Background: an optimization exercise with open tools, aiming at small area. Do not read the settings as production practice.
Function was checked by simulation only, so behaviour that the tests miss may differ from the original.
The clock port is modelled as an ideal driver; clocking choices that lean on that would not hold on a real chip.
No activity file was given, so power comes from the tool's default toggle rates.

[flow/run.sh]
#!/bin/bash
# Standard ORFS layout (the standard.sh, standard synthesis unchanged); the only
# difference is that the port buffers that global placement inserts on every input
# and output port use the smallest buffer cell instead of the tool's default choice.
set -euo pipefail
export BUFFER_PORTS_ARGS="-buffer_cell sky130_fd_sc_hd__buf_1"
bash standard.sh finish > standard_flow.log 2>&1
[standard.sh]
#!/bin/bash
# synth_recipe.tcl (not shown) runs the flow's synth.tcl, then flattens the netlist and writes it again
# the make line also repeats each setting of config.mk as NAME=value (left out here)
make -C /OpenROAD-flow-scripts/flow DESIGN_CONFIG=/design/flow/config.mk WORK_HOME=/design/flow/orfs CLKGATE_MAP_FILE= SYNTH_SCRIPT=/design/flow/synth_recipe.tcl "${@:-finish}"
[config.mk]
export PLATFORM = sky130hd
export DESIGN_NAME = PWU
export DESIGN_NICKNAME = PWU
export VERILOG_FILES = /design/flow/design.v
export SDC_FILE = /design/flow/constraint.sdc
export NUM_CORES = 4
export LEC_CHECK = 0
export CAP_MARGIN = 20
export CORE_MARGIN = 2
export CORE_UTILIZATION = 40
export SLEW_MARGIN = 20
[constraint.sdc]
create_clock -name core_clock -period 4.0 [get_ports {clk_i}]
set_input_delay 0.8000 -clock core_clock [delete_from_list [all_inputs] [get_ports {clk_i}]]
set_output_delay 0.8000 -clock core_clock [all_outputs]
set_load 0.01 [all_outputs]
[design.v]
module walker
  (
   input  logic clk_i,
   input  logic resetn_i,
   input  logic va_vld_i,
   input  logic vld3_i,
   input  logic stall_i,
   input  logic ch_fault_i,
   input  logic l1_pa_vld_i,
   output logic va_rdy_o,
   output logic rdy_reg_o,
   output logic cfr_o
   );
   logic rdy_reg;
   logic cfr;
   assign va_rdy_o  = rdy_reg || (vld3_i && !stall_i);
   assign rdy_reg_o = rdy_reg;
   assign cfr_o     = cfr;
   always_ff @(posedge clk_i)
   begin
      if (!resetn_i)
      begin
         rdy_reg <= 1'b1;
         cfr     <= 1'b0;
      end
      else
      begin
         rdy_reg <= !va_vld_i && va_rdy_o;
         if (vld3_i)
           cfr <= ch_fault_i && !cfr;
         else if (cfr && l1_pa_vld_i && !stall_i)
           cfr <= 1'b0;
      end
   end
endmodule
module PWU
  (
   input  logic        clk_i,
   input  logic        resetn_i,
   input  logic [31:0] va_i,
   input  logic        va_vld_i,
   output logic        va_rdy_o,
   output logic [27:0] pa_o,
   output logic        pa_vld_o,
   output logic        pa_fault_o,
   input  logic        pa_rdy_i,
   output logic [31:0] pw_c_va_o,
   output logic        pw_c_vld_o,
   input  logic [15:0] pw_c_pa_i,
   output logic [27:0] l1_va_o,
   output logic        l1_cancel_o,
   output logic        l1_va_vld_o,
   input  logic [31:0] l1_pa_i,
   input  logic        l1_pa_vld_i,
   output logic [27:0] ch_va_o,
   output logic        ch_va_vld_o,
   input  logic        ch_fault_i
   );
   logic [1:0]      walk_sel_reg;
   logic [3:0][1:0] sel_reg;    
   logic [3:0]      act_reg;    
   logic [1:0]      ph0_reg;    
   logic [31:0]     va0_reg;    
   logic [27:0]     va1_reg;    
   logic [27:0]     va2_reg;    
   logic [15:0]     va3_reg;    
   logic [15:0]     pwc_reg;    
   logic [3:0]      va_vld_s;
   logic [3:0]      vld3_s;
   logic [3:0]      va_rdy_s;
   logic [3:0]      rdy_reg_s;
   logic [3:0]      cfr_s;
   logic            any_vld3_s;
   logic            stall_s;
   logic            cfr3_s;
   assign vld3_s[0] = !rdy_reg_s[0] && ph0_reg == 2'd3;
   for (genvar i = 1; i < 4; i++)
     assign vld3_s[i] = act_reg[3] && sel_reg[3] == i;
   assign any_vld3_s = act_reg[3] || vld3_s[0];
   assign stall_s    = (any_vld3_s && !ch_fault_i && !l1_pa_vld_i) || (pa_vld_o && !pa_rdy_i);
   assign va_rdy_o   = va_rdy_s != 0;
   always_comb
   begin
      va_vld_s = 4'h1;
      va_vld_s[walk_sel_reg] = 1'b1;
   end
   for (genvar i = 0; i < 4; i++)
   begin : g_walker
      walker walker_inst
        (
         .clk_i       (clk_i),
         .resetn_i    (resetn_i),
         .va_vld_i    (va_vld_s[i]),
         .vld3_i      (vld3_s[i]),
         .stall_i     (stall_s),
         .ch_fault_i  (ch_fault_i),
         .l1_pa_vld_i (l1_pa_vld_i),
         .va_rdy_o    (va_rdy_s[i]),
         .rdy_reg_o   (rdy_reg_s[i]),
         .cfr_o       (cfr_s[i])
         );
   end
   assign cfr3_s = cfr_s[sel_reg[3]];
   always_ff @(posedge clk_i)
   begin
      if (!resetn_i)
      begin
         walk_sel_reg <= 2'h0;
         sel_reg      <= '0;
         act_reg      <= 4'h0;
         ph0_reg      <= 2'd3;
      end
      else if (!stall_s)
      begin
         if (va_rdy_o && va_vld_i)
           walk_sel_reg <= walk_sel_reg + 2'd1;
         sel_reg <= {sel_reg[2:0], walk_sel_reg};
         act_reg <= {act_reg[2:0], va_rdy_s[walk_sel_reg]};
         ph0_reg <= ph0_reg + 2'd1;
      end
   end
   always_ff @(posedge clk_i)
   begin
      if (!stall_s)
      begin
         va0_reg <= va_i;
         va1_reg <= {va0_reg[31:16], va0_reg[11:0]};
         va2_reg <= va1_reg;
         va3_reg <= va2_reg[27:12];
         pwc_reg <= pw_c_pa_i;
      end
   end
   assign pw_c_va_o   = va0_reg;
   assign pw_c_vld_o  = act_reg[0];
   assign l1_va_o     = {pwc_reg, va2_reg[11:0]};
   assign ch_va_o     = {pwc_reg, va2_reg[11:0]};
   assign l1_va_vld_o = act_reg[2] && !stall_s;
   assign ch_va_vld_o = act_reg[2] && !stall_s;
   assign l1_cancel_o = ch_fault_i && !cfr3_s && act_reg[3];
   always_ff @(posedge clk_i)
   begin
      if (!resetn_i)
        pa_vld_o <= 1'b0;
      else if (pa_rdy_i || !pa_vld_o)
        pa_vld_o <= (l1_pa_vld_i || cfr3_s) && act_reg[3];
   end
   always_ff @(posedge clk_i)
   begin
      if (pa_rdy_i || !pa_vld_o)
      begin
         pa_o       <= {va3_reg, l1_pa_i[11:0]};
         pa_fault_o <= cfr3_s || l1_pa_i[31:12] != 0;
      end
   end
endmodule
==> results.toml, run 1 <==
[power]
pwr-share-comb = 0.066
pwr-share-clk = 0.377
seq_power_share = 0.557
p_leak_nw = 2.53
vdd_drop_max_v = 0.000287
switchingPower_mw = 0.907
p_int_mw = 3.13
p_sw_frac = 0.225
power_density_nw_per_um2 = 552

[synth]
yosys.area.top_type_share = 0.745
synthTopCellsByArea = "edfxtp_1 (75%), dfxtp_1 (8.3%), buf_4 (5.1%)"
syn_area_per_cell_um2 = 17.8
syn_nets = 428
syn_area_um2 = 6000
yosys.area.top_type = "edfxtp_1"
synth_cell_types = 35
ys_ff_latch = 174
synth_cells = 338
ys_seq_area_frac = 0.829
yosysWarnings = 2

[placed_design]
io_buffers = 208
placed_cell_area_um2 = 6770
dpl.hpwl_mm = 7.36
post-place-ws_ps = 1190
gp_congestion = 0.772

[sta]
worst_slack_ps = 1080
finalMaxSlewViolations = 0
fmaxAchievable_ghz = 0.343
fin_tns_setup_ps = 0
layout_min_cycle_time_ps = 2920
grt_setup_unrepaired = "no"
setup-violations-final = 0
skew_ps = 4.15
hold_viol = 0
post-route-period-util = 0.729
slew_headroom = 0.508
worst_pin_slew_ps = 736

[setup_path]
critPathMaxFanout = 14
crit_type = "reg2out"
worst-r2r-setup-slack_ps = 1580
cp-endpoint = "ch_va_vld_o"
reg2reg_depth = 5
cpMaxStageDelayCell = "o21ai_2"
reg2reg_to = "va3_reg[5]$_DFFE_PP_"
cp_num_cells = 6
crit_arrival_ps = 2120
worstSetupEndpointType = "primary output"
critPathBufInv = 2
required_ps = 3200
critical_path.top_delay_family = "compound AO/OA/AOI/OAI gates"
cp_cell_sequence = "ha_1 > and2b_2 > o21ai_2 > nand3_1 > inv_1 > buf_1"
cp-start-kind = "register"
crit_start = "ph0_reg[0]$_SDFFE_PN1P_"
max_stage_delay_ps = 470
reg2reg_from = "ph0_reg[0]$_SDFFE_PN1P_"

[finish]
nNetsFinal = 613
final_common_cell = "buf_1"
drive_above_1_share = 0.0784
diodes = 0
area_growth_pct = 21.9
largest_reg_flops = 32
final_area_um2 = 7310
layout_common_cells = "buf_1 (208), edfxtp_1 (149), dfxtp_1 (25)"

[die]
start_util = 0.411
die_h_um = 126
num_io_pins = 209
num_rows = 44
die_width_um = 126
core_area_um2 = 14600
fp.dieArea_um2 = 16000

[clock_network]
cts_max_level = 4
clkTransAtPathRegs_ps = 60
numCtsBuffers = 17
post_cts_buffers = 0
root_buffer = "clkbuf_16"
post_cts_resized = 0
clock-sinks = 174
cts_tree = "built"
insertion_delay_ps = 410
cts_hold_buf = 0
clockBufferDepth = 2

[global_routing]
grt_first_pass_wirelength_mm = 16.1
antenna_found_initial = 0
grt_pass1_vias = 3321
grt_max_degree = 46
track_usage = 0.132
grt-ovfl-total = 0

[job]
max-cap-violations = 0

[route]
drc_errors = 0
ant_nets = 0
wire_per_inst_um = 14.5
drt-total-wl_mm = 10.5
drtIter0Drc = 180
dr.pass1.iters = 6
vias = 3366
vias_per_cell = 4.68

[min_path]
hold_path_class = "reg2reg"

[status]
run_status = "timing/DRC/antenna clean"
-- power groups by stage --
stage | clock network (mW) | logic [mW] | registers [mW]
after detailed placement | 0 | 0.274 | 2.29
after CTS | 1.56 | 0.274 | 2.25
after floorplan | 0 | 0.151 | 2.31
after global routing | 1.63 | 0.296 | 2.27
after global placement | 0 | 0.269 | 2.28
final | 1.52 | 0.268 | 2.25
-- area by class of cell --
class	instances	area, um2
inverter	7	26.3
clock inverter	13	113
fill	1262	7270
timing repair buffer	215	871
clock buffer	19	433
sequential	174	4970
tap	184	230
multi-input combinational	108	667
-- stage by stage --
step	power, mW	cells	util	hold slack, ps
2_1_floorplan	2.46	338	-	400
3_3_place_gp	2.55	688	0.464	400
3_5_place_dp	2.56	688	0.464	405
4_1_cts	4.09	720	0.501	415
5_1_grt	4.20	720	0.501	423
6_report	4.04	720	0.501	414
-- cells in the mapped netlist --
library cell    n
nor2_2          1
clkbuf_1        5
dfxtp_1        25
nand2_1         7
clkinv_1        2
nand4_1         1
nand2b_1        1
nor4_2          1
or3_1           2
or3b_1          1
buf_4          41
inv_1           5
nor2_1         10
and4_4          1
o21ai_0        17
o31ai_1         3
nor2b_1         1
o21ai_2         1
a21oi_1        12
and2b_2         1
buf_2           3
a211oi_1        1
o41ai_1         1
nand3b_1        2
edfxtp_1      149
mux2i_1         2
mux4_2          1
nor3b_1         4
ha_1            4
a31oi_1         4
nand3_1        16
nor4_1          6
o32ai_1         1
nor3_1          4
o21a_1          2
-- cells by family (layout without fill, tap and decap cells) --
group,after synthesis,after routing,synth area share
multiplexers,3,3,0.00709
adder cells (fa/ha/maj),4,4,0.00834
AND/OR/NAND/NOR,59,59,0.0542
AO/OA/AOI/OAI,42,42,0.0402
buffers and inverters,56,254,0.0613
flip-flops,174,174,0.829
-- worst register-to-register path: stages (launching register included) --
cell and delay, ps:
dfxtp_1 320, ha_1 230, and2b_2 240, o21a_1 330, nor2_4 630, buf_4 360
-- worst min-delay path by stage --
stage                          start              endpoint  slack [ps]  depth (start not counted)
5_1_grt        va3_reg[12]$_DFFE_PP_    pa_o[24]$_DFFE_PN_         420                          0
2_1_floorplan   va3_reg[0]$_DFFE_PP_    pa_o[12]$_DFFE_PN_         400                          0
6_report       va3_reg[11]$_DFFE_PP_    pa_o[23]$_DFFE_PN_         410                          0
4_1_cts        va3_reg[11]$_DFFE_PP_    pa_o[23]$_DFFE_PN_         420                          0
3_3_place_gp   va2_reg[12]$_DFFE_PP_  va3_reg[0]$_DFFE_PP_         400                          0
3_5_place_dp   va3_reg[11]$_DFFE_PP_    pa_o[23]$_DFFE_PN_         400                          0
-- routing by layer --
metal | vias up | share of wire | global-route usage
met5 | - | 0 | 0
met4 | 0 | 0.018 | 0.0562
met3 | 14 | 0.075 | 0.0451
met2 | 159 | 0.51 | 0.218
met1 | 1585 | 0.40 | 0.157
li1 | 1608 | - | -
==> inputs of run 2 (changes only) <==
==> run.sh (new file) <==
#!/bin/bash
# synth_recipe.tcl (not shown) runs the flow's synth.tcl, then flattens the netlist and writes it again
# the make line also repeats each setting of config.mk as NAME=value (left out here)
make -C /OpenROAD-flow-scripts/flow DESIGN_CONFIG=/design/flow/config.mk WORK_HOME=/design/flow/orfs CLKGATE_MAP_FILE= SYNTH_SCRIPT=/design/flow/synth_recipe.tcl finish
removed: flow/run.sh
removed: standard.sh
==> run 2 against run 1 <==
  * Final cell count decreased by 0.42%
  * Synthesized cell count unchanged
  * Global-route usage grew 1.0 points
  * Clock skew grew 5.4 ps
  * Setup slack worse by 690 ps
  * Design area grew 18%
  * Critical path type is now in2out
  * Largest cell class unchanged
  * Highest routed layer unchanged
==> results.toml, run 2 <==
[setup_path]
cpMaxStageDelayCell = "clkdlybuf4s50_1"
critPathMaxFanout = 15
cp-start-kind = "primary input"
worstSetupEndpointType = "primary output"
max_stage_delay_ps = 510
required_ps = 3200
critPathBufInv = 2
crit_arrival_ps = 2800
cp_cell_sequence = "clkdlybuf4s50_1 > nor2_2 > o21a_1 > o31ai_1 > clkdlybuf4s50_1"
critical_path.top_delay_family = "buffers and inverters"
crit_top_cell = "clkdlybuf4s50_1"
crit_type = "in2out"

[die]
die_h_um = 126
die_width_um = 126
fp.dieArea_um2 = 16000
start_util = 0.411
num_rows = 44
num_io_pins = 209
core_area_um2 = 14600

[clock_network]
numCtsBuffers = 17
clkTransAtPathRegs_ps = 60
clockBufferDepth = 2
clock-sinks = 174
root_buffer = "clkbuf_16"
post_cts_resized = 0
insertion_delay_ps = 420
cts_tree = "built"
post_cts_buffers = 0
cts_max_level = 4
cts_hold_buf = 0

[synth]
synth-compound-area-share = 0.0402
synth_edf_count = 149
synthArstFlopShare = 0
yosys.area.top_type_share = 0.745
syn_area_per_cell_um2 = 17.8
synth_cells = 338
yosysMostFrequentCell = "edfxtp_1"
synth-xor-area-share = 0
synthTopCellsByArea = "edfxtp_1 (75%), dfxtp_1 (8.3%), buf_4 (5.1%)"
synth_top_family_by_area = "buffers and inverters"
yosysWarnings = 2
dominantRegCellSynth = "edfxtp_1"
synth_fa_ha_area_frac = 0.00834
yosys-top-cells-count = "edfxtp_1 (149), buf_4 (41), dfxtp_1 (25)"
ys_ff_latch = 174
synth_cell_types = 35
synthMuxAreaShare = 0.00709
yosys.area.top_type = "edfxtp_1"
yosys.area_share.simple = 0.0542
syn_area_um2 = 6000
ys_seq_area_frac = 0.829
syn_nets = 428

[route]
drt-total-wl_mm = 11.2
ant_nets = 0
drtIter0Drc = 200
drc_errors = 0
vias = 3349
wire_per_inst_um = 15.7
dr.pass1.iters = 4
vias_per_cell = 4.67

[placed_design]
placed_cell_area_um2 = 8020
place_inst = 685
post-place-ws_ps = 445
io_buffers = 208
gp_congestion = 0.764
dpl.hpwl_mm = 7.69

[sta]
layout_min_cycle_time_ps = 3600
grt_setup_unrepaired = "no"
hold_viol = 0
fin_tns_setup_ps = 0
post-route-period-util = 0.900
worst_slack_ps = 398
slew_headroom = 0.623
worst_pin_slew_ps = 565
fmaxAchievable_ghz = 0.278
holdWs_ps = 416
skew_ps = 9.54
finalMaxSlewViolations = 0
setup-violations-final = 0

[power]
p_sw_frac = 0.203
total_power_mw = 4.31
seq_power_share = 0.520
pwr-share-comb = 0.108
power_density_nw_per_um2 = 501
p_leak_nw = 3.09
switchingPower_mw = 0.876
pwr-share-clk = 0.372
vdd_drop_max_v = 0.000284
p_int_mw = 3.44

[job]
max-cap-violations = 0

[finish]
nNetsFinal = 610
largest_reg_flops = 32
diodes = 0
utilization = 0.590
final_area_um2 = 8600
final_common_cell = "clkdlybuf4s50_1"
layout_common_cells = "clkdlybuf4s50_1 (208), edfxtp_1 (149), dfxtp_1 (25)"
area_growth_pct = 43.3
final_cells = 717
drive_above_1_share = 0.0732

[global_routing]
gr-usage-met2 = 0.241
grt_pass1_vias = 3431
use_met1 = 0.150
top_usage_layer = "met2"
grt-ovfl-total = 0
antenna_found_initial = 0
track_usage = 0.142
grt_util_met3 = 0.0666
grt_max_degree = 80
grt_first_pass_wirelength_mm = 17.2

[min_path]
hold_path_class = "reg2reg"

[status]
run_status = "timing/DRC/antenna clean"
## run 2: cell counts after synthesis
No cell type changed its count.
## run 2: path summary, 6_finish.rpt
check,endpoint,cells after the start,slack [ps],start
setup reg to reg,va2_reg[25]$_DFFE_PP_,5,1820,ph0_reg[0]$_SDFFE_PN1P_
hold / removal,va2_reg[27]$_DFFE_PP_,0,420,va1_reg[27]$_DFFE_PP_
hold reg to reg,va2_reg[27]$_DFFE_PP_,0,420,va1_reg[27]$_DFFE_PP_
setup / recovery,va_rdy_o,5,400,ch_fault_i
## run 2: routing by layer
| layer | part of all wire | vias up |
|---|---|---|
| met4 | 0.014 | 0 |
| li1 | - | 1601 |
| met2 | 0.52 | 146 |
| met1 | 0.36 | 1591 |
| met3 | 0.10 | 11 |
| met5 | 0 | - |
## run 2: area by class of cell
| type | instances | area, um2 |
|---|---|---|
| Sequential cell | 174 | 4970 |
| Tap cell | 184 | 230 |
| Multi-Input combinational cell | 108 | 667 |
| Clock inverter | 12 | 144 |
| Clock buffer | 20 | 437 |
| Timing Repair Buffer | 212 | 2120 |
| Fill cell | 1107 | 5990 |
| Inverter | 7 | 26.3 |
## run 2: kinds of logic (layout without fill, tap and decap cells)
logic type               Yosys count  after routing
AND/OR/NAND/NOR                   59             59
adder cells (fa/ha/maj)            4              4
flip-flops                       174            174
buffers and inverters             56            251
multiplexers                       3              3
AO/OA/AOI/OAI                     42             42
## run 2: power by group through the flow
stage | Combinational [mW] | Clock (mW) | Sequential (mW)
finish | 0.464 | 1.60 | 2.24
global route | 0.493 | 1.72 | 2.27
CTS | 0.471 | 1.66 | 2.25
detailed placement | 0.468 | 0 | 2.28
global placement | 0.465 | 0 | 2.27
floorplan | 0.151 | 0 | 2.31
==> inputs of run 3 (changes only) <==
--- a/design.v
+++ b/design.v
@@ -56,15 +56,17 @@
    output logic        ch_va_vld_o,
    input  logic        ch_fault_i
    );
-   logic [1:0]      walk_sel_reg;
-   logic [3:0][1:0] sel_reg;    
-   logic [3:0]      act_reg;    
-   logic [1:0]      ph0_reg;    
+   logic [1:0]      walk_sel_reg;   
+   logic [3:0][1:0] sel_reg;        
+   logic [3:0]      act_reg;        
+   logic [1:0]      ph0_reg;        
    logic [31:0]     va0_reg;    
    logic [27:0]     va1_reg;    
    logic [27:0]     va2_reg;    
    logic [15:0]     va3_reg;    
    logic [15:0]     pwc_reg;    
+   localparam logic [1:0] GRAY0 = 2'b00;
+   localparam logic [1:0] GRAY3 = 2'b10;
    logic [3:0]      va_vld_s;
    logic [3:0]      vld3_s;
    logic [3:0]      va_rdy_s;
@@ -73,17 +75,16 @@
    logic            any_vld3_s;
    logic            stall_s;
    logic            cfr3_s;
-   assign vld3_s[0] = !rdy_reg_s[0] && ph0_reg == 2'd3;
+   logic            act0_s;
+   assign vld3_s[0] = !rdy_reg_s[0] && ph0_reg == GRAY3;
    for (genvar i = 1; i < 4; i++)
-     assign vld3_s[i] = act_reg[3] && sel_reg[3] == i;
+     assign vld3_s[i] = act_reg[3] && sel_reg[3] == 2'(i ^ (i >> 1));
    assign any_vld3_s = act_reg[3] || vld3_s[0];
    assign stall_s    = (any_vld3_s && !ch_fault_i && !l1_pa_vld_i) || (pa_vld_o && !pa_rdy_i);
    assign va_rdy_o   = va_rdy_s != 0;
-   always_comb
-   begin
-      va_vld_s = 4'h1;
-      va_vld_s[walk_sel_reg] = 1'b1;
-   end
+   assign va_vld_s[0] = 1'b1;
+   for (genvar i = 1; i < 4; i++)
+     assign va_vld_s[i] = walk_sel_reg == 2'(i ^ (i >> 1));
    for (genvar i = 0; i < 4; i++)
    begin : g_walker
       walker walker_inst
@@ -100,24 +101,38 @@
          .cfr_o       (cfr_s[i])
          );
    end
-   assign cfr3_s = cfr_s[sel_reg[3]];
+   always_comb
+   begin
+      cfr3_s = cfr_s[0];
+      act0_s = va_rdy_s[0];
+      for (int i = 1; i < 4; i++)
+      begin
+         if (sel_reg[3] == 2'(i ^ (i >> 1)))
+           cfr3_s = cfr_s[i];
+         if (walk_sel_reg == 2'(i ^ (i >> 1)))
+           act0_s = va_rdy_s[i];
+      end
+   end
    always_ff @(posedge clk_i)
    begin
       if (!resetn_i)
       begin
-         walk_sel_reg <= 2'h0;
-         sel_reg      <= '0;
+         walk_sel_reg <= GRAY0;
          act_reg      <= 4'h0;
-         ph0_reg      <= 2'd3;
+         ph0_reg      <= GRAY3;
       end
       else if (!stall_s)
       begin
          if (va_rdy_o && va_vld_i)
-           walk_sel_reg <= walk_sel_reg + 2'd1;
-         sel_reg <= {sel_reg[2:0], walk_sel_reg};
-         act_reg <= {act_reg[2:0], va_rdy_s[walk_sel_reg]};
-         ph0_reg <= ph0_reg + 2'd1;
+           walk_sel_reg <= {walk_sel_reg[0], !walk_sel_reg[1]};
+         act_reg <= {act_reg[2:0], act0_s};
+         ph0_reg <= {ph0_reg[0], !ph0_reg[1]};
       end
+   end
+   always_ff @(posedge clk_i)
+   begin
+      if (!stall_s)
+        sel_reg <= {sel_reg[2:0], walk_sel_reg};
    end
    always_ff @(posedge clk_i)
    begin
==> flow/run.sh (new file) <==
#!/bin/bash
# Standard ORFS layout (the standard.sh, standard synthesis unchanged); the only
# difference is that the port buffers that global placement inserts on every input
# and output port use the smallest buffer cell instead of the tool's default choice.
set -euo pipefail
export BUFFER_PORTS_ARGS="-buffer_cell sky130_fd_sc_hd__buf_1"
bash standard.sh finish > standard_flow.log 2>&1
==> standard.sh (new file) <==
#!/bin/bash
# synth_recipe.tcl (not shown) runs the flow's synth.tcl, then flattens the netlist and writes it again
# the make line also repeats each setting of config.mk as NAME=value (left out here)
make -C /OpenROAD-flow-scripts/flow DESIGN_CONFIG=/design/flow/config.mk WORK_HOME=/design/flow/orfs CLKGATE_MAP_FILE= SYNTH_SCRIPT=/design/flow/synth_recipe.tcl "${@:-finish}"
--- a/config.mk
+++ b/config.mk
@@ -8,4 +8,5 @@
 export CAP_MARGIN = 20
 export CORE_MARGIN = 2
 export CORE_UTILIZATION = 40
+export CTS_BUF_LIST = sky130_fd_sc_hd__clkbuf_4 sky130_fd_sc_hd__clkbuf_8
 export SLEW_MARGIN = 20
removed: run.sh
==> run 3 against run 2 <==
  * Setup slack gained 840 ps
  * Utilization shrank 11 points
  * Maximum frequency grew 30%
  * Die area shrank 0.85%
  * Final cell count shrank 3.9%
  * Via count shrank 5.4%
  * Routed wire length shrank 11%
  * Highest routed layer is now met5
==> results.toml, run 3 <==
[clock_network]
numCtsBuffers = 17
clkTransAtPathRegs_ps = 80
root_buffer = "clkbuf_8"
clock-sinks = 174
cts_hold_buf = 0
cts_max_level = 4
post_cts_resized = 0
post_cts_buffers = 0
cts_tree = "built"
clockBufferDepth = 2
insertion_delay_ps = 450

[finish]
multi_input_area_um2 = 562
fillCellCount = 1294
nNetsFinal = 578
largest_reg_flops = 32
final_area_um2 = 7030
layout_common_cells = "buf_1 (208), edfxtp_1 (157), dfxtp_1 (17), clkbuf_8 (17), nand2_1 (10)"
final_common_cell = "buf_1"
area_growth_pct = 18.2
drive_above_1_share = 0.0812
diodes = 0
seqCellArea_um2 = 5050
utilization = 0.484

[sta]
worst_pin_slew_ps = 999
post-route-period-util = 0.692
layout_min_cycle_time_ps = 2770
grt_setup_unrepaired = "no"
hold_viol = 0
setup-violations-final = 0
slew_headroom = 0.334
holdWs_ps = 414
fmaxAchievable_ghz = 0.362
fin_tns_setup_ps = 0
skew_ps = 16.4
finalMaxSlewViolations = 0

[die]
die_width_um = 126
fp.dieArea_um2 = 15900
die_h_um = 126
core_area_um2 = 14500
num_io_pins = 209
num_rows = 44
start_util = 0.409

[power]
power_density_nw_per_um2 = 515
vdd_drop_max_v = 0.000303
pwr-share-comb = 0.065
p_leak_nw = 2.38
seq_power_share = 0.616
pwr-share-clk = 0.319
p_sw_frac = 0.228
p_int_mw = 2.80
switchingPower_mw = 0.825

[placed_design]
io_buffers = 208
dpl.hpwl_mm = 6.69
gp_congestion = 0.833
placed_cell_area_um2 = 6650

[setup_path]
reg2reg_from = "pa_vld_o$_SDFFE_PN0N_"
required_ps = 3200
cp-start-kind = "primary input"
crit_type = "in2out"
critPathMaxFanout = 7
crit_arrival_ps = 1970
worstSetupEndpointType = "primary output"
crit_start = "ch_fault_i"

[min_path]
hold_path_class = "reg2reg"
worstHoldStart = "sel_reg[5]$_DFFE_PP_"

[synth]
yosys.area.top_type = "edfxtp_1"
dominantRegCellSynth = "edfxtp_1"
synth_cell_types = 41
syn_area_um2 = 5950
synthArstFlopShare = 0
ys_ff_latch = 174
yosysWarnings = 2
synth_edf_count = 157
yosysMostFrequentCell = "edfxtp_1"
synth_cells = 308
syn_nets = 394
ys_seq_area_frac = 0.850
yosys.area.top_type_share = 0.792
yosys-top-cells-count = "edfxtp_1 (157), buf_4 (41), dfxtp_1 (17)"
synthTopCellsByArea = "edfxtp_1 (79%), dfxtp_1 (5.7%), buf_4 (5.2%)"
syn_area_per_cell_um2 = 19.3

[route]
drtIter0Drc = 237
wire_per_inst_um = 14.5
drc_errors = 0
drt-total-wl_mm = 9.97
dr.pass1.iters = 4
vias_per_cell = 4.60
ant_nets = 0
vias = 3169

[status]
run_status = "timing/DRC/antenna clean"

[global_routing]
track_usage = 0.125
antenna_found_initial = 1
grt-ovfl-total = 0
grt_max_degree = 131
grt_pass1_vias = 2994
grt_first_pass_wirelength_mm = 14.9

[job]
max-cap-violations = 0
## run 3: changes by cell type in the layout (fill, tap and decap cells not counted), moves of 4 or more
cell             delta
clkbuf_8           +17
clkinv_2            -4
o21ai_0             -8
nand3_1            -10
clkbuf_16          -17
ha_1                -4
dfxtp_1             -8
a21oi_1             -7
edfxtp_1            +8
clkdlybuf4s50_1   -208
buf_1             +208
## run 3: critical path, cell delays in order
cell and delay, ps:
buf_1 260, nor2_2 140, nor2_1 330, o21ai_0 190
inv_1 100, buf_1 150
## run 3: path summary, 6_finish.rpt
| kind | endpoint | slack [ps] | cells past startpoint |
|---|---|---|---|
| setup / recovery | ch_va_vld_o | 1230 | 6 |
| setup reg to reg | va1_reg[1]$_DFFE_PP_ | 1740 | 4 |
| hold reg to reg | sel_reg[7]$_DFFE_PP_ | 410 | 0 |
| hold / removal | sel_reg[7]$_DFFE_PP_ | 410 | 0 |
## run 3: kinds of logic (layout without fill, tap and decap cells)
| family | after synthesis | count (layout) | share of synthesized area |
|---|---|---|---|
| multiplexers | 3 | 3 | 0.00715 |
| AO/OA/AOI/OAI | 29 | 29 | 0.0326 |
| flip-flops | 174 | 174 | 0.850 |
| AND/OR/NAND/NOR | 53 | 53 | 0.0524 |
| buffers and inverters | 49 | 246 | 0.0583 |
## run 3: layer usage
| metal | GRT usage | vias up | wire, um |
|---|---|---|---|
| met4 | 0.0633 | 2 | 209 |
| met3 | 0.0484 | 21 | 816 |
| li1 | - | 1507 | - |
| met1 | 0.156 | 1482 | 4020 |
| met5 | 0 | - | 11 |
| met2 | 0.189 | 157 | 4920 |
## run 3: power groups by stage
stage	clock network [mW]	registers, mW	logic, mW
after floorplan	0	2.29	0.131
after global placement	0	2.27	0.236
after detailed placement	0	2.28	0.238
after CTS	1.21	2.23	0.239
after global routing	1.27	2.25	0.256
final	1.16	2.23	0.234
## run 3: cell type report
type | count | share of cell area
Inverter | 5 | 0.00267
Clock buffer | 17 | 0.0333
Sequential cell | 174 | 0.719
Multi-Input combinational cell | 85 | 0.0799
Timing Repair Buffer | 209 | 0.112
Tap cell | 184 | 0.0327
Clock inverter | 15 | 0.0206
## run 3: per-stage QoR
step	total power [mW]	cells	worst slack, ps
after floorplan	2.42	308	132
after global placement	2.50	657	1280
after detailed placement	2.51	657	1240
after CTS	3.68	689	1250
after global routing	3.78	689	1040
final	3.62	689	1230
==> inputs of run 4 (changes only) <==
--- a/config.mk
+++ b/config.mk
@@ -8,5 +8,5 @@
 export CAP_MARGIN = 20
 export CORE_MARGIN = 2
 export CORE_UTILIZATION = 40
-export CTS_BUF_LIST = sky130_fd_sc_hd__clkbuf_4 sky130_fd_sc_hd__clkbuf_8
+export CTS_BUF_LIST = sky130_fd_sc_hd__clkbuf_8
 export SLEW_MARGIN = 20
==> run 4 against run 3 <==
  * Global-route usage is the same
  * Sequential share of layout area unchanged
  * Still clean
  * Power did not move
==> results.toml, run 4 <==
[synth]
yosys.area.top_type = "edfxtp_1"
syn_area_um2 = 5950
synth-compound-area-share = 0.0326
dominantRegCellSynth = "edfxtp_1"
synth_edf_count = 157
synthTopCellsByArea = "edfxtp_1 (79%), dfxtp_1 (5.7%), buf_4 (5.2%)"
ys_ff_latch = 174
synth_fa_ha_area_frac = 0
synth_top_family_by_area = "buffers and inverters"
yosysMostFrequentCell = "edfxtp_1"
ys_seq_area_frac = 0.850
synthMuxAreaShare = 0.00715
synth_cell_types = 41
synthArstFlopShare = 0
yosys.area_share.simple = 0.0524
yosys.area.top_type_share = 0.792
yosys-top-cells-count = "edfxtp_1 (157), buf_4 (41), dfxtp_1 (17)"
yosysWarnings = 2
synth-xor-area-share = 0
syn_nets = 394
synth_cells = 308
syn_area_per_cell_um2 = 19.3

[global_routing]
antenna_found_initial = 1
grt-ovfl-total = 0
grt_first_pass_wirelength_mm = 14.9
top_usage_layer = "met2"
gr-usage-met2 = 0.189
track_usage = 0.125
grt_max_degree = 131
use_met1 = 0.156
grt_util_met3 = 0.0484
grt_pass1_vias = 2994

[placed_design]
io_buffers = 208
placed_cell_area_um2 = 6650
dpl.hpwl_mm = 6.69
gp_congestion = 0.833

[finish]
layout_common_cells = "buf_1 (208), edfxtp_1 (157), dfxtp_1 (17), clkbuf_8 (17), nand2_1 (10)"
final_common_cell = "buf_1"
diodes = 0
multi_input_area_um2 = 562
largest_reg_flops = 32
drive_above_1_share = 0.0812
seqCellArea_um2 = 5050
nNetsFinal = 578
area_growth_pct = 18.2
fillCellCount = 1294
final_area_um2 = 7030

[sta]
finalMaxSlewViolations = 0
post-route-period-util = 0.692
grt_setup_unrepaired = "no"
layout_min_cycle_time_ps = 2770
slew_headroom = 0.334
fmaxAchievable_ghz = 0.362
worst_pin_slew_ps = 999
skew_ps = 16.4
setup-violations-final = 0
holdWs_ps = 414
fin_tns_setup_ps = 0
hold_viol = 0

[route]
vias = 3169
drtIter0Drc = 237
dr.pass1.iters = 4
drt-total-wl_mm = 9.97
drc_errors = 0
wire_per_inst_um = 14.5
ant_nets = 0
vias_per_cell = 4.60

[setup_path]
crit_top_cell = "buf_1"
required_ps = 3200
crit_arrival_ps = 1970
cp_cell_sequence = "buf_1 > nor2_2 > nor2_1 > o21ai_0 > inv_1 > buf_1"
critPathMaxFanout = 7
cp-start-kind = "primary input"
worstSetupEndpointType = "primary output"
crit_type = "in2out"
cpMaxStageDelayCell = "nor2_1"
max_stage_delay_ps = 330

[die]
num_io_pins = 209
die_width_um = 126
num_rows = 44
start_util = 0.409
core_area_um2 = 14500
fp.dieArea_um2 = 15900
die_h_um = 126

[power]
total_power_mw = 3.62
power_density_nw_per_um2 = 515
vdd_drop_max_v = 0.000303
p_leak_nw = 2.38

[clock_network]
cts_tree = "built"
clockBufferDepth = 2
root_buffer = "clkbuf_8"
post_cts_resized = 0
post_cts_buffers = 0
clkTransAtPathRegs_ps = 80
clock-sinks = 174
cts_max_level = 4
cts_hold_buf = 0
insertion_delay_ps = 450
numCtsBuffers = 17

[min_path]
hold_path_class = "reg2reg"

[job]
max-cap-violations = 0

[status]
run_status = "timing/DRC/antenna clean"
-- run 4: cell counts after synthesis --
Identical to the previous run, type by type.
-- run 4: layout make-up --
class	instances	area share
flip-flops and latches	174	0.719
inverters	5	0.00267
clock inverters	15	0.0206
repair buffers	209	0.112
clock buffers	17	0.0333
multi-input cells	85	0.0799
well taps	184	0.0327
-- run 4: cell families (layout without fill, tap and decap cells) --
| group | count (synthesis) | count (layout) |
|---|---|---|
| buffers and inverters | 49 | 246 |
| AND/OR/NAND/NOR | 53 | 53 |
| multiplexers | 3 | 3 |
| AO/OA/AOI/OAI | 29 | 29 |
| flip-flops | 174 | 174 |
-- run 4: path summary, 6_finish.rpt --
path / start / endpoint / slack [ps] / cells past startpoint
worst min-delay path: sel_reg[5]$_DFFE_PP_ / sel_reg[7]$_DFFE_PP_ / 410 / 0
worst max-delay path: ch_fault_i / ch_va_vld_o / 1230 / 6
worst min register to register: sel_reg[5]$_DFFE_PP_ / sel_reg[7]$_DFFE_PP_ / 410 / 0
worst max register to register: pa_vld_o$_SDFFE_PN0N_ / va1_reg[1]$_DFFE_PP_ / 1740 / 4
-- run 4: power by group --
part / internal, mW / switching [mW]
sequential: 2.17 / 0.0652
clock: 0.549 / 0.607
combinational: 0.0803 / 0.153
total: 2.80 / 0.825
-- run 4: worst max-delay path, delay by kind of cell --
family,cells,cell delay (ps)
AOI/OAI and AO/OA,1,190
buffers and inverters,3,510
and+or+nand+nor,2,470
-- run 4: stage by stage --
stage | std cells | setup slack (ps) | util
6_report | 689 | 1230 | 0.484
5_1_grt | 689 | 1040 | 0.484
4_1_cts | 689 | 1250 | 0.484
3_5_place_dp | 657 | 1240 | 0.458
3_3_place_gp | 657 | 1280 | 0.458
2_1_floorplan | 308 | 132 | -
-- run 4: layer usage --
layer  part of all wire  wire [um]  up-vias
li1                   -          -     1507
met1               0.40       4020     1482
met2               0.49       4920      157
met3              0.082        816       21
met4              0.021        209        2
met5             0.0011         11        -
==> inputs of run 5 (changes only) <==
==> flow/run.sh (replaced) <==
#!/bin/bash
# Standard ORFS layout (the standard.sh, standard synthesis unchanged), with the
# port buffers on the smallest buffer cell and the clock tree built from small buffers.
set -euo pipefail
export BUFFER_PORTS_ARGS="-buffer_cell sky130_fd_sc_hd__buf_1"
export CTS_ARGS="-sink_clustering_enable -repair_clock_nets -buf_list sky130_fd_sc_hd__clkbuf_8 -dont_use_dummy_load"
bash standard.sh finish > standard_flow.log 2>&1
--- a/config.mk
+++ b/config.mk
@@ -8,5 +8,4 @@
 export CAP_MARGIN = 20
 export CORE_MARGIN = 2
 export CORE_UTILIZATION = 40
-export CTS_BUF_LIST = sky130_fd_sc_hd__clkbuf_8
 export SLEW_MARGIN = 20
==> run 5 against run 4 <==
  * Global-route usage shrank 0.074 points
  * Utilization shrank 1.0 points
  * Worst hold slack lost 3.7 ps
  * Sequential share of layout area grew 1.5 points
  * Routed wire length shrank 0.37%
  * Sequential power is essentially flat
==> results.toml, run 5 <==
[placed_design]
post-place-ws_ps = 1240
io_buffers = 208
dpl.hpwl_mm = 6.69
gp_congestion = 0.833
placed_cell_area_um2 = 6650

[synth]
syn_area_per_cell_um2 = 19.3
dominantRegCellSynth = "edfxtp_1"
ys_seq_area_frac = 0.850
syn_area_um2 = 5950
synthTopCellsByArea = "edfxtp_1 (79%), dfxtp_1 (5.7%), buf_4 (5.2%)"
yosysWarnings = 2
synthArstFlopShare = 0
synth_cells = 308
yosys.area.top_type = "edfxtp_1"
yosys-top-cells-count = "edfxtp_1 (157), buf_4 (41), dfxtp_1 (17)"
yosys.area.top_type_share = 0.792
synth_cell_types = 41
yosysMostFrequentCell = "edfxtp_1"
ys_ff_latch = 174
synth_edf_count = 157
syn_nets = 394

[die]
num_rows = 44
start_util = 0.409
core_area_um2 = 14500
die_width_um = 126
num_io_pins = 209
die_h_um = 126
fp.dieArea_um2 = 15900

[power]
pwr-share-clk = 0.263
switchingPower_mw = 0.725
pwr-share-comb = 0.070
power_density_nw_per_um2 = 486
vdd_drop_max_v = 0.000298
p_int_mw = 2.62
seq_power_share = 0.667
total_power_mw = 3.35
p_sw_frac = 0.216
p_leak_nw = 2.33

[global_routing]
track_usage = 0.124
antenna_found_initial = 1
grt_max_degree = 131
grt_first_pass_wirelength_mm = 14.8
grt_pass1_vias = 2965
grt-ovfl-total = 0

[clock_network]
cts_tree = "built"
numCtsBuffers = 17
post_cts_resized = 0
cts_hold_buf = 0
clock-sinks = 174
insertion_delay_ps = 430
root_buffer = "clkbuf_8"
cts_max_level = 4
clkTransAtPathRegs_ps = 60
clockBufferDepth = 2
post_cts_buffers = 0

[sta]
grt_setup_unrepaired = "no"
setup-violations-final = 0
finalMaxSlewViolations = 0
worst_pin_slew_ps = 1030
fmaxAchievable_ghz = 0.362
worst_slack_ps = 1240
hold_viol = 0
post-route-period-util = 0.690
fin_tns_setup_ps = 0
slew_headroom = 0.311
skew_ps = 19.6
holdWs_ps = 411
layout_min_cycle_time_ps = 2760

[status]
run_status = "timing/DRC/antenna clean"

[finish]
seqCellArea_um2 = 5050
multi_input_area_um2 = 562
area_growth_pct = 15.8
diodes = 0
drive_above_1_share = 0.0612
largest_reg_flops = 32
nNetsFinal = 578
final_common_cell = "buf_1"
layout_common_cells = "buf_1 (208), edfxtp_1 (157), dfxtp_1 (17), clkbuf_8 (17), nand2_1 (10)"
fillCellCount = 1304
final_area_um2 = 6890

[min_path]
hold_path_class = "reg2reg"
worstHoldStart = "sel_reg[5]$_DFFE_PP_"

[setup_path]
cp-start-kind = "primary input"
critPathMaxFanout = 7
crit_start = "ch_fault_i"
worstSetupEndpointType = "primary output"
reg2reg_from = "pa_vld_o$_SDFFE_PN0N_"
required_ps = 3200
crit_type = "in2out"
crit_arrival_ps = 1960

[route]
drt-total-wl_mm = 9.94
drc_errors = 0
vias = 3139
wire_per_inst_um = 14.7
drtIter0Drc = 236
dr.pass1.iters = 4
vias_per_cell = 4.66
ant_nets = 0

[job]
max-cap-violations = 0
[run 5: cell count changes in the layout (fill, tap and decap cells not counted)]
cell        before  now
clkinvlp_4       4    0
clkinv_1         4    0
inv_6            2    0
clkinv_4         2    0
bufinv_16        2    0
clkinv_2         1    0
[run 5: final cells by class]
class                      instances  share of cell area
timing repair buffer             209               0.114
tap                              184              0.0334
inverter                           5             0.00272
multi-input combinational         85              0.0816
sequential                       174               0.734
clock buffer                      17              0.0340
[run 5: cells by family after synthesis]
family / share of synthesized area
compound gates: 0.0326
buf+inv: 0.0583
flops: 0.850
mux: 0.00715
simple gates: 0.0524
[run 5: worst max-delay path: stages]
cell and delay [ps]:
buf_1 260, nor2_2 140, nor2_1 320, o21ai_0 190, inv_1 100, buf_1 150
[run 5: per-stage QoR]
step            util  instances
6_report       0.474        674
5_1_grt        0.474        674
4_1_cts        0.474        674
3_5_place_dp   0.458        657
3_3_place_gp   0.458        657
2_1_floorplan      -        308
[run 5: power groups by stage]
| stage | clock [mW] | sequential [mW] | combinational (mW) |
|---|---|---|---|
| after floorplan | 0 | 2.29 | 0.131 |
| after global placement | 0 | 2.27 | 0.236 |
| after detailed placement | 0 | 2.28 | 0.238 |
| after CTS | 0.928 | 2.24 | 0.239 |
| after global routing | 0.993 | 2.25 | 0.256 |
| final | 0.882 | 2.23 | 0.234 |
[run 5: final timing paths]
check / endpoint / slack, ps / cells after the start
setup / recovery: ch_va_vld_o / 1240 / 6
hold / removal: sel_reg[7]$_DFFE_PP_ / 410 / 0
setup reg to reg: va3_reg[6]$_DFFE_PP_ / 1720 / 4
hold reg to reg: sel_reg[7]$_DFFE_PP_ / 410 / 0
[run 5: layer usage]
layer | wire length, um | up-vias | track usage
met5 | 11 | - | 0
met4 | 190 | 2 | 0.0633
met3 | 835 | 18 | 0.0484
met2 | 4900 | 159 | 0.189
met1 | 4000 | 1471 | 0.154
li1 | - | 1489 | -
==> inputs of run 6 (changes only) <==
==> flow/run.sh (replaced) <==
#!/bin/bash
# Standard ORFS layout (the standard.sh, standard synthesis unchanged), except:
# - the port buffers that global placement puts on every input and output use the
#   smallest buffer cell;
# - the clock tree is built from clkbuf_4 cells under a clkbuf_8 root, without dummy
#   loads, and leaf buffers that drive many flip-flops are then upsized to clkbuf_8.
set -euo pipefail
export BUFFER_PORTS_ARGS="-buffer_cell sky130_fd_sc_hd__buf_1"
export CTS_ARGS="-sink_clustering_enable -repair_clock_nets -root_buf sky130_fd_sc_hd__clkbuf_8 -buf_list sky130_fd_sc_hd__clkbuf_4 -dont_use_dummy_load"
export POST_CTS_TCL="$PWD/flow/post_cts.tcl"
bash standard.sh finish > standard_flow.log 2>&1
==> flow/post_cts.tcl (new file) <==
set block [ord::get_db_block]
set changed 0
foreach inst [$block getInsts] {
  if {[[$inst getMaster] getName] ne "sky130_fd_sc_hd__clkbuf_4"} { continue }
  set net [[$inst findITerm X] getNet]
  if {$net eq "NULL"} { continue }
  set n [expr {[llength [$net getITerms]] - 1}]
  if {$n >= 13} {
    replace_cell [$inst getName] sky130_fd_sc_hd__clkbuf_8
    incr changed
  }
}
puts "post_cts: upsized $changed clock buffers"
if {$changed > 0} {
  detailed_placement
  check_placement -verbose
}
==> run 6 against run 5 <==
  * Synthesized cell count unchanged
  * Global-route usage about the same
  * Critical path depth unchanged
  * Die area unchanged
  * Flip-flop and latch count unchanged
  * First-iteration DRC count down 8.5%
  * Clock power down 15%
  * Non-clock buffer count unchanged
  * Setup slack better by 10 ps
  * Critical endpoint unchanged
  * Largest cell class unchanged
==> results.toml, run 6 <==
[finish]
drive_above_1_share = 0.0612
layout_common_cells = "buf_1 (208), edfxtp_1 (157), dfxtp_1 (17)"
final_common_cell = "buf_1"
largest_reg_flops = 32
nNetsFinal = 578
area_growth_pct = 14.7

[sta]
grt_setup_unrepaired = "no"
worst_slack_ps = 1250
finalMaxSlewViolations = 0
post-route-period-util = 0.687
layout_min_cycle_time_ps = 2750
worst_pin_slew_ps = 1030
fmaxAchievable_ghz = 0.364
fin_tns_setup_ps = 0
setup-violations-final = 0
slew_headroom = 0.311
skew_ps = 39.1
hold_viol = 0

[route]
wire_per_inst_um = 14.7
dr.pass1.iters = 5
drc_errors = 0
ant_nets = 0
drtIter0Drc = 216
vias_per_cell = 4.64
drt-total-wl_mm = 9.93
vias = 3132

[global_routing]
antenna_found_initial = 1
track_usage = 0.124
gr-usage-met2 = 0.190
grt_pass1_vias = 2961
grt-ovfl-total = 0
top_usage_layer = "met2"
grt_first_pass_wirelength_mm = 14.8
grt_max_degree = 131
grt_util_met3 = 0.0484
use_met1 = 0.153

[setup_path]
required_ps = 3200
critPathMaxFanout = 7
cp-start-kind = "primary input"
crit_arrival_ps = 1950
worstSetupEndpointType = "primary output"
crit_type = "in2out"

[synth]
yosysMostFrequentCell = "edfxtp_1"
yosys.area.top_type_share = 0.792
ys_seq_area_frac = 0.850
synth_cells = 308
syn_area_um2 = 5950
syn_area_per_cell_um2 = 19.3
synth_edf_count = 157
yosys.area.top_type = "edfxtp_1"
ys_ff_latch = 174
dominantRegCellSynth = "edfxtp_1"
syn_nets = 394
synth_cell_types = 41
synthTopCellsByArea = "edfxtp_1 (79%), dfxtp_1 (5.7%), buf_4 (5.2%)"
yosys-top-cells-count = "edfxtp_1 (157), buf_4 (41), dfxtp_1 (17)"
yosysWarnings = 2
synthArstFlopShare = 0

[job]
max-cap-violations = 0

[die]
num_rows = 44
die_h_um = 126
core_area_um2 = 14500
start_util = 0.409
num_io_pins = 209
fp.dieArea_um2 = 15900
die_width_um = 126

[placed_design]
dpl.hpwl_mm = 6.69
post-place-ws_ps = 1240
gp_congestion = 0.833
io_buffers = 208

[clock_network]
clkTransAtPathRegs_ps = 110
cts_tree = "built"
clock-sinks = 174
insertion_delay_ps = 440

[power]
power_density_nw_per_um2 = 472
p_leak_nw = 2.30
vdd_drop_max_v = 0.000291

[status]
run_status = "timing/DRC/antenna clean"

[min_path]
hold_path_class = "reg2reg"
[run 6: cell counts after synthesis]
Identical to the previous run, type by type.
[run 6: path summary, 6_finish.rpt]
kind | from | endpoint | slack (ps) | cells past startpoint
min reg2reg | va1_reg[24]$_DFFE_PP_ | va2_reg[24]$_DFFE_PP_ | 400 | 0
min | va1_reg[24]$_DFFE_PP_ | va2_reg[24]$_DFFE_PP_ | 400 | 0
max reg2reg | pa_vld_o$_SDFFE_PN0N_ | va2_reg[4]$_DFFE_PP_ | 1680 | 4
max | ch_fault_i | ch_va_vld_o | 1250 | 6
[run 6: logic make-up (layout without fill, tap and decap cells)]
kind of cell,Yosys count,count (layout),synth area share
mux,3,3,0.00715
compound gates,29,29,0.0326
flops,174,174,0.850
other cells,0,1,0
simple gates,53,53,0.0524
buf+inv,49,231,0.0583
[run 6: cell type report]
cell class,instances,area (um2)
inverters,5,18.8
clock buffers,17,165
fillers,1313,7710
well taps,184,230
flip-flops and latches,174,5050
multi-input cells,85,562
diodes,1,2.50
repair buffers,209,788
[run 6: where the power goes]
part           leakage [nW]  internal, mW  switching, mW
registers              1.79          2.17         0.0652
clock network        0.0938         0.262          0.489
logic                 0.412        0.0803          0.154
[run 6: metrics by stage]
stage | utilization | instance area, um2 | power, mW | cells | hold slack, ps
finish | 0.469 | 6820 | 3.22 | 675 | 397
global route | 0.469 | 6820 | 3.37 | 674 | 402
detailed placement | 0.458 | 6650 | 2.51 | 657 | 405
global placement | 0.458 | 6650 | 2.50 | 657 | 401
floorplan | - | 5950 | 2.42 | 308 | 400
[run 6: critical path: stages]
cell     delay [ps]
buf_1           260
nor2_2          140
nor2_1          320
o21ai_0         180
inv_1           100
buf_1           150
[run 6: metal layers]
metal,part of all wire,up-vias,wire length [um]
met3,0.081,17,809
met1,0.40,1470,3980
met5,0,-,0
met2,0.50,149,4930
li1,-,1496,-
met4,0.021,0,210
==> inputs of run 7 (changes only) <==
--- a/design.v
+++ b/design.v
@@ -57,7 +57,8 @@
    input  logic        ch_fault_i
    );
    logic [1:0]      walk_sel_reg;   
-   logic [3:0][1:0] sel_reg;        
+   logic [3:0]      inc_reg;        
+   logic [1:0]      sel3_reg;       
    logic [3:0]      act_reg;        
    logic [1:0]      ph0_reg;        
    logic [31:0]     va0_reg;    
@@ -78,7 +79,7 @@
    logic            act0_s;
    assign vld3_s[0] = !rdy_reg_s[0] && ph0_reg == GRAY3;
    for (genvar i = 1; i < 4; i++)
-     assign vld3_s[i] = act_reg[3] && sel_reg[3] == 2'(i ^ (i >> 1));
+     assign vld3_s[i] = act_reg[3] && sel3_reg == 2'(i ^ (i >> 1));
    assign any_vld3_s = act_reg[3] || vld3_s[0];
    assign stall_s    = (any_vld3_s && !ch_fault_i && !l1_pa_vld_i) || (pa_vld_o && !pa_rdy_i);
    assign va_rdy_o   = va_rdy_s != 0;
@@ -104,13 +105,13 @@
    always_comb
    begin
       cfr3_s = cfr_s[0];
-      act0_s = va_rdy_s[0];
+      act0_s = rdy_reg_s[0] || vld3_s[0];
       for (int i = 1; i < 4; i++)
       begin
-         if (sel_reg[3] == 2'(i ^ (i >> 1)))
+         if (sel3_reg == 2'(i ^ (i >> 1)))
            cfr3_s = cfr_s[i];
          if (walk_sel_reg == 2'(i ^ (i >> 1)))
-           act0_s = va_rdy_s[i];
+           act0_s = rdy_reg_s[i] || vld3_s[i];
       end
    end
    always_ff @(posedge clk_i)
@@ -118,6 +119,8 @@
       if (!resetn_i)
       begin
          walk_sel_reg <= GRAY0;
+         sel3_reg     <= GRAY0;
+         inc_reg      <= 4'h0;
          act_reg      <= 4'h0;
          ph0_reg      <= GRAY3;
       end
@@ -126,13 +129,11 @@
          if (va_rdy_o && va_vld_i)
            walk_sel_reg <= {walk_sel_reg[0], !walk_sel_reg[1]};
          act_reg <= {act_reg[2:0], act0_s};
+         inc_reg <= {inc_reg[2:0], va_rdy_o && va_vld_i};
+         if (inc_reg[3])
+           sel3_reg <= {sel3_reg[0], !sel3_reg[1]};
          ph0_reg <= {ph0_reg[0], !ph0_reg[1]};
       end
-   end
-   always_ff @(posedge clk_i)
-   begin
-      if (!stall_s)
-        sel_reg <= {sel_reg[2:0], walk_sel_reg};
    end
    always_ff @(posedge clk_i)
    begin
--- a/flow/run.sh
+++ b/flow/run.sh
@@ -7,5 +7,6 @@
 set -euo pipefail
 export BUFFER_PORTS_ARGS="-buffer_cell sky130_fd_sc_hd__buf_1"
 export CTS_ARGS="-sink_clustering_enable -repair_clock_nets -root_buf sky130_fd_sc_hd__clkbuf_8 -buf_list sky130_fd_sc_hd__clkbuf_4 -dont_use_dummy_load"
+export PRE_CTS_TCL="$PWD/flow/pre_cts.tcl"
 export POST_CTS_TCL="$PWD/flow/post_cts.tcl"
 bash standard.sh finish > standard_flow.log 2>&1
--- a/flow/post_cts.tcl
+++ b/flow/post_cts.tcl
@@ -1,3 +1,4 @@
+set_max_fanout 1000 [current_design]
 set block [ord::get_db_block]
 set changed 0
 foreach inst [$block getInsts] {
@@ -5,7 +6,7 @@
   set net [[$inst findITerm X] getNet]
   if {$net eq "NULL"} { continue }
   set n [expr {[llength [$net getITerms]] - 1}]
-  if {$n >= 13} {
+  if {$n >= 12} {
     replace_cell [$inst getName] sky130_fd_sc_hd__clkbuf_8
     incr changed
   }
==> flow/pre_cts.tcl (new file) <==
set_max_fanout 10 [current_design]
==> run 7 against run 6 <==
  * Critical endpoint unchanged
  * Flip-flop and latch count shrank 2
  * Highest routed layer unchanged
  * Still clean on timing, DRC and antenna
  * Critical path depth unchanged
  * Via count up 7.1%
  * Die area down 1.1%
  * First-iteration DRC count fell by 25%
  * Non-clock buffer count rose by 2
  * Synthesized cell count is 5.2% higher
  * Design area increased by 4.9%
  * Maximum frequency fell by 6.6%
==> results.toml, run 7 <==
[route]
wire_per_inst_um = 14.1
dr.pass1.iters = 6
vias_per_cell = 4.66
drtIter0Drc = 161
vias = 3353
drt-total-wl_mm = 10.1
drc_errors = 0
ant_nets = 0

[placed_design]
post-place-ws_ps = 1080
gp_congestion = 0.800
dpl.hpwl_mm = 6.51
place_inst = 670
placed_cell_area_um2 = 6580
io_buffers = 208

[synth]
ys_seq_area_frac = 0.839
syn_nets = 410
synthArstFlopShare = 0
yosysWarnings = 2
synthTopCellsByArea = "edfxtp_1 (76%), dfxtp_1 (7.8%), buf_4 (5.6%)"
synth_cell_types = 32
yosys.area.top_type = "edfxtp_1"
syn_area_um2 = 5880
synth_cells = 324
yosys-top-cells-count = "edfxtp_1 (149), buf_4 (44), dfxtp_1 (23)"
synth_edf_count = 149
yosysMostFrequentCell = "edfxtp_1"
syn_area_per_cell_um2 = 18.2
yosys.area.top_type_share = 0.761
dominantRegCellSynth = "edfxtp_1"
ys_ff_latch = 172

[sta]
setup-violations-final = 0
post-route-period-util = 0.736
grt_setup_unrepaired = "no"
slew_headroom = 0.371
worst_pin_slew_ps = 944
fmaxAchievable_ghz = 0.340
hold_viol = 0
holdWs_ps = 409
skew_ps = 16.1
layout_min_cycle_time_ps = 2940
fin_tns_setup_ps = 0
worst_slack_ps = 1060
finalMaxSlewViolations = 0

[finish]
area_growth_pct = 21.6
fillCellCount = 1295
seqCellArea_um2 = 4930
final_area_um2 = 7150
diodes = 0
largest_reg_flops = 32
nNetsFinal = 623
layout_common_cells = "buf_1 (208), edfxtp_1 (149), clkbuf_8 (33)"
final_common_cell = "buf_1"
final_cells = 719
drive_above_1_share = 0.105
utilization = 0.496
multi_input_area_um2 = 593

[die]
die_h_um = 125
core_area_um2 = 14400
num_rows = 44
die_width_um = 125
num_io_pins = 209
start_util = 0.408
fp.dieArea_um2 = 15700

[power]
p_leak_nw = 2.50
power_density_nw_per_um2 = 553
pwr-share-comb = 0.058
p_int_mw = 3.11
total_power_mw = 3.96
vdd_drop_max_v = 0.000398
p_sw_frac = 0.214
seq_power_share = 0.554
pwr-share-clk = 0.388
switchingPower_mw = 0.846

[setup_path]
worstSetupEndpointType = "primary output"
crit_arrival_ps = 2140
reg2reg_to = "va2_reg[1]$_DFFE_PN_"
crit_start = "ch_fault_i"
reg2reg_depth = 3
critPathMaxFanout = 13
crit_type = "in2out"
cp-start-kind = "primary input"
required_ps = 3200
reg2reg_from = "ph0_reg[1]$_SDFFE_PN1N_"
cp-endpoint = "ch_va_vld_o"
worst-r2r-setup-slack_ps = 1690

[global_routing]
track_usage = 0.130
grt_pass1_vias = 3313
grt-ovfl-total = 0
grt_first_pass_wirelength_mm = 15.6
grt_max_degree = 123
antenna_found_initial = 0

[min_path]
hold_depth = 0
hold_path_class = "reg2reg"

[clock_network]
clkTransAtPathRegs_ps = 40
clock-sinks = 172
insertion_delay_ps = 500
cts_tree = "built"

[status]
run_status = "timing/DRC/antenna clean"

[job]
max-cap-violations = 0
run 7: power by group through the flow:
stage	sequential [mW]	clock [mW]	combinational [mW]
after floorplan	2.24	0	0.131
after global placement	2.22	0	0.231
after detailed placement	2.22	0	0.235
after global routing	2.21	1.70	0.251
final	2.19	1.54	0.230
run 7: how the worst min path moves through the flow:
stage          slack [ps]                    to                   from
3_5_place_dp          400    pa_o[25]$_DFFE_PN_  va3_reg[13]$_DFFE_PN_
3_3_place_gp          400  va2_reg[2]$_DFFE_PN_   va1_reg[2]$_DFFE_PN_
2_1_floorplan         400    pa_o[12]$_DFFE_PN_   va3_reg[0]$_DFFE_PN_
5_1_grt               410    pa_o[26]$_DFFE_PN_  va3_reg[14]$_DFFE_PN_
6_report              410    pa_o[14]$_DFFE_PN_   va3_reg[2]$_DFFE_PN_
run 7: area by class of cell:
class | instances | area share
Clock buffer | 49 | 0.0803
Inverter | 5 | 0.00262
Multi-Input combinational cell | 98 | 0.0829
Sequential cell | 172 | 0.690
Tap cell | 184 | 0.0322
Timing Repair Buffer | 211 | 0.112
run 7: layer usage:
metal	global-route usage	share of wire	wire, um
met1	0.152	0.41	4150
met2	0.191	0.48	4840
met3	0.0591	0.083	838
met4	0.0902	0.029	290
met5	0	0	0
run 7: cells by family after synthesis:
kind of cell	share of synthesized area
compound gates	0.0347
buf+inv	0.0630
flops	0.839
mux	0.0106
simple gates	0.0528
run 7: worst max-delay path, cell delays in order:
cell and delay (ps):
buf_1 210, nor2_1 80, nor2_1 570, o21ai_0 220, inv_1 110, buf_1 150
==> inputs of run 8 (changes only) <==
--- a/flow/run.sh
+++ b/flow/run.sh
@@ -7,6 +7,5 @@
 set -euo pipefail
 export BUFFER_PORTS_ARGS="-buffer_cell sky130_fd_sc_hd__buf_1"
 export CTS_ARGS="-sink_clustering_enable -repair_clock_nets -root_buf sky130_fd_sc_hd__clkbuf_8 -buf_list sky130_fd_sc_hd__clkbuf_4 -dont_use_dummy_load"
-export PRE_CTS_TCL="$PWD/flow/pre_cts.tcl"
 export POST_CTS_TCL="$PWD/flow/post_cts.tcl"
 bash standard.sh finish > standard_flow.log 2>&1
--- a/flow/post_cts.tcl
+++ b/flow/post_cts.tcl
@@ -1,4 +1,3 @@
-set_max_fanout 1000 [current_design]
 set block [ord::get_db_block]
 set changed 0
 foreach inst [$block getInsts] {
removed: flow/pre_cts.tcl
==> run 8 against run 7 <==
  * Still clean
  * Flip-flop and latch count is the same
  * Synthesized cell count is the same
  * Die area is the same
  * Power shrank 20%
  * Sequential power is essentially flat
  * First-iteration DRC count shrank 13%
  * Largest cell class unchanged
  * Largest power group unchanged
==> results.toml, run 8 <==
[setup_path]
crit_arrival_ps = 2140
worstSetupEndpointType = "primary output"
cp-start-kind = "primary input"
reg2reg_from = "ph0_reg[1]$_SDFFE_PN1N_"
critPathMaxFanout = 13
crit_type = "in2out"
crit_start = "ch_fault_i"
required_ps = 3200

[placed_design]
dpl.hpwl_mm = 6.51
io_buffers = 208
gp_congestion = 0.800

[route]
drt-total-wl_mm = 9.58
drtIter0Drc = 140
vias = 3173
dr.pass1.iters = 4
ant_nets = 0
vias_per_cell = 4.62
drc_errors = 0
wire_per_inst_um = 13.9

[clock_network]
insertion_delay_ps = 440
cts_tree = "built"
clkTransAtPathRegs_ps = 110
clock-sinks = 172

[die]
core_area_um2 = 14400
die_h_um = 125
num_io_pins = 209
die_width_um = 125
num_rows = 44
start_util = 0.408
fp.dieArea_um2 = 15700

[power]
pwr-share-clk = 0.241
pwr-share-comb = 0.072
p_int_mw = 2.48
vdd_drop_max_v = 0.000219
seq_power_share = 0.687
total_power_mw = 3.17
p_sw_frac = 0.218
power_density_nw_per_um2 = 469
p_leak_nw = 2.29
switchingPower_mw = 0.692

[finish]
largest_reg_flops = 32
drive_above_1_share = 0.0477
final_common_cell = "buf_1"
diodes = 0
nNetsFinal = 591
layout_common_cells = "buf_1 (208), edfxtp_1 (149), dfxtp_1 (23)"
area_growth_pct = 14.9
fillCellCount = 1315

[synth]
synthTopCellsByArea = "edfxtp_1 (76%), dfxtp_1 (7.8%), buf_4 (5.6%)"
syn_area_per_cell_um2 = 18.2
ys_ff_latch = 172
yosysWarnings = 2
synth_edf_count = 149
dominantRegCellSynth = "edfxtp_1"
syn_area_um2 = 5880
synth_cells = 324
synthArstFlopShare = 0
yosysMostFrequentCell = "edfxtp_1"
ys_seq_area_frac = 0.839
yosys.area.top_type_share = 0.761
yosys-top-cells-count = "edfxtp_1 (149), buf_4 (44), dfxtp_1 (23)"
synth_cell_types = 32
syn_nets = 410
yosys.area.top_type = "edfxtp_1"

[sta]
grt_setup_unrepaired = "no"
fmaxAchievable_ghz = 0.340
slew_headroom = 0.369
layout_min_cycle_time_ps = 2940
worst_pin_slew_ps = 946
fin_tns_setup_ps = 0
skew_ps = 32.8
post-route-period-util = 0.735
setup-violations-final = 0
hold_viol = 0
finalMaxSlewViolations = 0

[global_routing]
grt_pass1_vias = 2972
grt-ovfl-total = 0
antenna_found_initial = 0
track_usage = 0.122
grt_max_degree = 123
grt_first_pass_wirelength_mm = 14.7

[min_path]
worstHoldStart = "va1_reg[2]$_DFFE_PN_"
hold_path_class = "reg2reg"

[status]
run_status = "timing/DRC/antenna clean"

[job]
max-cap-violations = 0
-- run 8: power by group through the flow --
| stage | logic, mW | clock network (mW) | registers [mW] |
|---|---|---|---|
| 3_3_place_gp | 0.231 | 0 | 2.22 |
| 2_1_floorplan | 0.131 | 0 | 2.24 |
| 5_1_grt | 0.251 | 0.871 | 2.20 |
| 3_5_place_dp | 0.235 | 0 | 2.22 |
| 6_report | 0.230 | 0.764 | 2.18 |
-- run 8: stage by stage --
step	setup WS [ps]	util	std cells	cell area, um2	hold slack, ps
floorplan	187	-	324	5880	400
global placement	1150	0.456	670	6580	401
detailed placement	1080	0.456	670	6580	405
global route	919	0.469	687	6760	397
finish	1060	0.469	687	6760	392
-- run 8: path summary, 6_finish.rpt --
kind / end / slack [ps] / cells past startpoint
setup / recovery: ch_va_vld_o / 1060 / 6
hold / removal: va2_reg[2]$_DFFE_PN_ / 390 / 0
setup reg to reg: va3_reg[2]$_DFFE_PN_ / 1680 / 3
hold reg to reg: va2_reg[2]$_DFFE_PN_ / 390 / 0
-- run 8: cell families after synthesis --
kind of cell           count (synthesis)  share of synthesized area
AO/OA/AOI/OAI                         35                     0.0347
buffers and inverters                 54                     0.0630
flip-flops                           172                      0.839
multiplexers                           5                     0.0106
AND/OR/NAND/NOR                       58                     0.0528
-- run 8: routing by layer --
| metal | GRT usage | share of wire | vias up | routed length [um] |
|---|---|---|---|---|
| met4 | 0.0706 | 0.024 | 0 | 227 |
| met5 | 0 | 0 | - | 0 |
| met2 | 0.188 | 0.48 | 154 | 4590 |
| met1 | 0.149 | 0.42 | 1473 | 3990 |
| met3 | 0.0445 | 0.080 | 16 | 769 |
| li1 | - | - | 1530 | - |
-- run 8: final cells by class --
| class | count | area (um2) | area share |
|---|---|---|---|
| Sequential cell | 172 | 4930 | 0.730 |
| Clock buffer | 17 | 178 | 0.0263 |
| Timing Repair Buffer | 211 | 803 | 0.119 |
| Tap cell | 184 | 230 | 0.0341 |
| Multi-Input combinational cell | 98 | 593 | 0.0878 |
| Inverter | 5 | 18.8 | 0.00278 |
-- run 8: worst max-delay path: stages --
cell and delay [ps]:
buf_1 210, nor2_1 80, nor2_1 570, o21ai_0 220, inv_1 110, buf_1 150

[afterwards: timing with drivers on the ports]
No port has a modelled driver above. Below, the same layouts with a new extraction and two added sets of constraints.
Step 1 sets driving cells, clkbuf_16 on the clock port and buf_2 on the other inputs (assumed; they add their load-dependent delay and slew).
Step 2 moves the port delays by t, midway between the first and last clock arrival at a register: inputs arrive t later, outputs are due t later. That takes back most of the time a late clock gives input paths.
a / b / c = no drivers / after step 1 / after step 2; a / b = the first two.
run	t (ns)	setup WS [ns]	worst setup path at the end	worst slew at a driven data input, ns
run 1	0.450	1.085 / 1.046 / 1.162	input to output	0.05
run 2	0.450	0.398 / 0.375 / 0.375	input to output	0.05
run 3	0.475	1.234 / 1.208 / 1.208	input to output	0.06
run 4	0.475	1.234 / 1.208 / 1.208	input to output	0.06
run 5	0.461	1.241 / 1.214 / 1.176	input to register	0.06
run 6	0.452	1.251 / 1.225 / 1.162	input to register	0.06
run 7	0.528	1.058 / 1.031 / 1.031	input to output	0.04
run 8	0.450	1.060 / 1.033 / 1.033	input to output	0.04
After both steps setup and hold are still met in every run listed. The setup slack of run 6, which loses most, moves by -0.026 ns with the drivers and by -0.089 ns with both steps.
